This is an optimization exercise on Yosys and OpenROAD, whose aim is small area and a short achievable clock period, not a production implementation. The RTL was checked by simulation tests, not by an equivalence proof against the original design. No activity file was given, so power comes from the tool's default toggle rates.

== exp/harbor ==
## CircuitTest
module CircuitTest (a,b,c,z,x,clk,rst);
input [63:0] a, b, c;
input clk,rst;
output reg [31:0] z, x;
reg [32:0] ar, yr;
reg er;
  ...
Size: roughly 130 flip-flops.
Settings: LEC_CHECK=0, ABC_AREA=1, CAP_MARGIN=20, CORE_MARGIN=2, CORE_UTILIZATION=40, CTS_BUF_LIST=sky130_fd_sc_hd__clkbuf_8, SETUP_SLACK_MARGIN=4.4, SLEW_MARGIN=20, SYNTH_HIERARCHICAL=1, TNS_END_PERCENT=0; clock period 7.5 ns.
standard.sh (not shown) runs the stock make flow with config.mk's settings and CLKGATE_MAP_FILE= SYNTH_SCRIPT=/design/flow/synth_recipe.tcl, a recipe that flattens the netlist after the stock synthesis.
==> flow/flow/run.sh <==
#!/bin/bash
# Own layout flow: the standard ORFS flow (standard.sh) with these changes:
#  - synthesis script flow/mixsynth.tcl: synth_recipe.tcl with ABC run per module,
#    the small gate modules (g_*) with ORFS's speed script and the top module with
#    ORFS's area script (ABC_AREA 1); hierarchy is flattened at the end as before;
#  - no Yosys full/half-adder extraction (ADDER_MAP_FILE empty);
#  - ABC sizes for a 2 fF load (ABC_LOAD_IN_FF), so gate modules get small cells;
#  - the port buffers that buffer_ports puts on every input and output are
#    sky130_fd_sc_hd__buf_1 instead of the default delay buffer.
# Make's full output goes to flow_make.log here; each ORFS step keeps its own log
# under orfs/logs/.
set -uo pipefail
here=$(pwd)
bash standard.sh ADDER_MAP_FILE= ABC_LOAD_IN_FF=2 \
  "SYNTH_SCRIPT=$here/flow/mixsynth.tcl" \
  "BUFFER_PORTS_ARGS=-buffer_cell sky130_fd_sc_hd__buf_1" \
  SKIP_GATE_CLONING=1 \
  finish > flow_make.log 2>&1
==> flow/flow/mixsynth.tcl <==
# The standard flow's synthesis script (synth_recipe.tcl) with one change: ABC maps the small
# gate modules (g_*) with ORFS's speed script, which keeps XOR and MUX cells,
# and the rest of the design with ORFS's area script.
proc synth {args} { yosys synth -nofsm -noshare {*}$args }
proc abc {args} {
  set i [lsearch -exact $args -script]
  set speed [lreplace $args $i [expr {$i + 1}] -script $::env(SCRIPTS_DIR)/abc_speed.script]
  set area [lreplace $args $i [expr {$i + 1}] -script $::env(SCRIPTS_DIR)/abc_area.script]
  foreach m [split [string trim [yosys tee -q -s result.string select -list-mod =g_*]] "\n"] {
    if {$m ne ""} { yosys abc {*}$speed =$m }
  }
  yosys abc {*}$area =$::env(DESIGN_NAME)
}
source $::env(SCRIPTS_DIR)/synth.tcl
# left out here: clear keep_hierarchy, flatten, clean up, hide names made inside functions, write 1_2_yosys.v
exp/harbor: PASS, flow complete, no timing, DRC or antenna violations
--- input diff exp/harbor..exp/indigo ---
- swapping sky130_fd_sc_hd__clkbuf_8 for sky130_fd_sc_hd__clkbuf_4 in CTS_BUF_LIST
- swapping 4.4 for 4.2 in SETUP_SLACK_MARGIN
--- a/flow/flow/run.sh
+++ b/flow/flow/run.sh
@@ -17 +16,0 @@
-  SKIP_GATE_CLONING=1 \
==> comparison <==
exp/indigo: flow completed, timing, DRC and antenna clean
Going from exp/harbor to exp/indigo, the clock distribution area overhead in the final layout was found to have gone down by 0.69 points.
Measured against each other, exp/indigo and exp/harbor differ in leakage power of the design, the lower figure coming from exp/indigo.
Via count normalized by instance count in exp/indigo vs exp/harbor: up about 0.4%
Changes observed in exp/indigo relative to exp/harbor: total global-route track usage fell by 0.43 points, latest clock arrival within the worst-skew pair now larger.
Modified inputs, exp/pepper compared to exp/indigo
- CTS_BUF_LIST now sky130_fd_sc_hd__clkbuf_8, was sky130_fd_sc_hd__clkbuf_4
- SETUP_SLACK_MARGIN now 4.4, was 4.2
- CORE_UTILIZATION now 50, was 40
[summary]
Achievable frequency delta (exp/pepper − exp/indigo): favourable
In the tables for exp/pepper and exp/indigo, clock period minus final worst setup slack reads higher with exp/indigo.
Wire: exp/pepper routes less than exp/indigo
When exp/pepper is measured against exp/indigo, its total power turns out 0.00016 W higher.
Reported for exp/pepper and exp/indigo, cell count after synthesis turned out identical to the last digit.

========
CircuitTest again, from the RTL that the note above started with.
==> flow/config.mk <==
export PLATFORM = sky130hd
export DESIGN_NAME = CircuitTest
export DESIGN_NICKNAME = CircuitTest
export VERILOG_FILES = /design/flow/design.v
export SDC_FILE = /design/flow/constraint.sdc
export NUM_CORES = 4
export LEC_CHECK = 0
export ABC_AREA = 1
export CAP_MARGIN = 20
export CORE_MARGIN = 2
export CORE_UTILIZATION = 40
export CTS_BUF_LIST = sky130_fd_sc_hd__clkbuf_4
export SETUP_SLACK_MARGIN = 4.4
export SLEW_MARGIN = 20
export SYNTH_HIERARCHICAL = 1
export TNS_END_PERCENT = 0
==> flow/constraint.sdc <==
create_clock -name core_clock -period 7.5 [get_ports {clk}]
set_input_delay 1.5000 -clock core_clock [delete_from_list [all_inputs] [get_ports {clk}]]
set_output_delay 1.5000 -clock core_clock [all_outputs]
set_load 0.01 [all_outputs]
==> flow/flow/run.sh <==
#!/bin/bash
# Own layout flow: the standard ORFS flow (standard.sh) with these changes:
#  - synthesis script flow/mixsynth.tcl: synth_recipe.tcl with ABC run per module,
#    the small gate modules (g_*) with ORFS's speed script and the top module with
#    ORFS's area script (ABC_AREA 1); hierarchy is flattened at the end as before;
#  - no Yosys full/half-adder extraction (ADDER_MAP_FILE empty);
#  - ABC sizes for a 2 fF load (ABC_LOAD_IN_FF), so gate modules get small cells;
#  - the port buffers that buffer_ports puts on every input and output are
#    sky130_fd_sc_hd__buf_1 instead of the default delay buffer.
# Make's full output goes to flow_make.log here; each ORFS step keeps its own log
# under orfs/logs/.
set -uo pipefail
here=$(pwd)
bash standard.sh ADDER_MAP_FILE= ABC_LOAD_IN_FF=2 \
  "SYNTH_SCRIPT=$here/flow/mixsynth.tcl" \
  "BUFFER_PORTS_ARGS=-buffer_cell sky130_fd_sc_hd__buf_1" \
  finish > flow_make.log 2>&1
Scripts as last shown in full above: flow/flow/mixsynth.tcl
The baseline produced a clean layout.
Next try:
--- a/flow/config.mk
+++ b/flow/config.mk
@@ -10,5 +10,5 @@
 export CORE_MARGIN = 2
 export CORE_UTILIZATION = 40
-export CTS_BUF_LIST = sky130_fd_sc_hd__clkbuf_4
+export CTS_BUF_LIST = sky130_fd_sc_hd__clkbuf_8
 export SETUP_SLACK_MARGIN = 4.4
 export SLEW_MARGIN = 20
The changed run passed the timing, DRC and antenna checks.
Final cell count went down by 0.53%.
Worst hold slack got worse by 0.036 ns.
Via count shrinks by 0.75%.
Register-to-register slack loses 0.02 ns.
Core utilization stays flat.
Total power climbs by 1.9%.
Die area is unchanged.
Routed wire length goes down by 3.8%.
Area after synthesis does not change.
Final area hardly moves.
Next try:
--- a/flow/config.mk
+++ b/flow/config.mk
@@ -9,5 +9,5 @@
 export CAP_MARGIN = 20
 export CORE_MARGIN = 2
-export CORE_UTILIZATION = 40
+export CORE_UTILIZATION = 35
 export CTS_BUF_LIST = sky130_fd_sc_hd__clkbuf_8
 export SETUP_SLACK_MARGIN = 4.4
After rerunning: The new run completed with no timing, DRC or antenna violations; first-iteration DRC count shrinks by 7.3%; total power increases by 3.7%; cell area went up by 4.7%; hold slack hardly moves; routed wire length came out higher by 6.6%; maximum frequency came out lower by 2.1%; global-route usage shrinks by 2.9 points; critical path depth does not change; die area came out higher by 14%; flip-flop and latch count stays the same; final cell count increases by 2.2%.
Next try:
--- a/flow/config.mk
+++ b/flow/config.mk
@@ -9,6 +9,7 @@
 export CAP_MARGIN = 20
 export CORE_MARGIN = 2
-export CORE_UTILIZATION = 35
-export CTS_BUF_LIST = sky130_fd_sc_hd__clkbuf_8
+export CORE_UTILIZATION = 40
+export CTS_BUF_LIST = sky130_fd_sc_hd__clkbuf_4
+export CTS_CLUSTER_SIZE = 8
 export SETUP_SLACK_MARGIN = 4.4
 export SLEW_MARGIN = 20
The new run completed with no timing, DRC or antenna violations.
Via count came out lower by 0.34%.
Routed wire length came out lower by about 2.5%.
Hold slack gets better by 0.035 ns.
Sequential share of layout area came out higher by 1.3 points.
Global-route usage came out higher by 2.5 points.
Final area came out lower by 4.4%.
Total power came out lower by 5.4%.
Setup slack gets better by 0.050 ns.

## afterwards: timing with drivers on the ports
The results above use ideal ports. As a check the final layouts listed here were re-extracted and re-timed, cells and wires unchanged. Step 1 sets driving cells, clkbuf_16 on the clock port and buf_2 on the other inputs (assumed; they add their load-dependent delay and slew). Step 2 times the ports against the registers' clock, not the clock port: input delays grow and output delays shrink by t, the midpoint of the rising clock arrivals with the driver on. a / b / c = ideal / step 1 / step 2; a / b = the first two.
run | shift t [ns] | setup slack, ns | worst setup path at the end | slew at the worst register clock pin (ns)
exp/harbor | 0.484 | 4.227 / 4.230 / 3.745 | input to register | 0.08 / 0.08
exp/indigo | 0.569 | 4.272 / 4.284 / 3.715 | input to register | 0.12 / 0.12
exp/pepper | 0.480 | 4.316 / 4.324 / 3.844 | input to register | 0.08 / 0.08
the first run of note 2 | 0.574 | 4.292 / 4.284 / 3.710 | input to register | 0.12 / 0.12
the second run of note 2 | 0.484 | 4.310 / 4.325 / 3.841 | input to register | 0.08 / 0.08
the third run of note 2 | 0.479 | 4.242 / 4.224 / 3.745 | input to register | 0.08 / 0.08
the fourth run of note 2 | 0.574 | 4.292 / 4.284 / 3.710 | input to register | 0.12 / 0.12
After both steps every run listed still meets setup and hold.
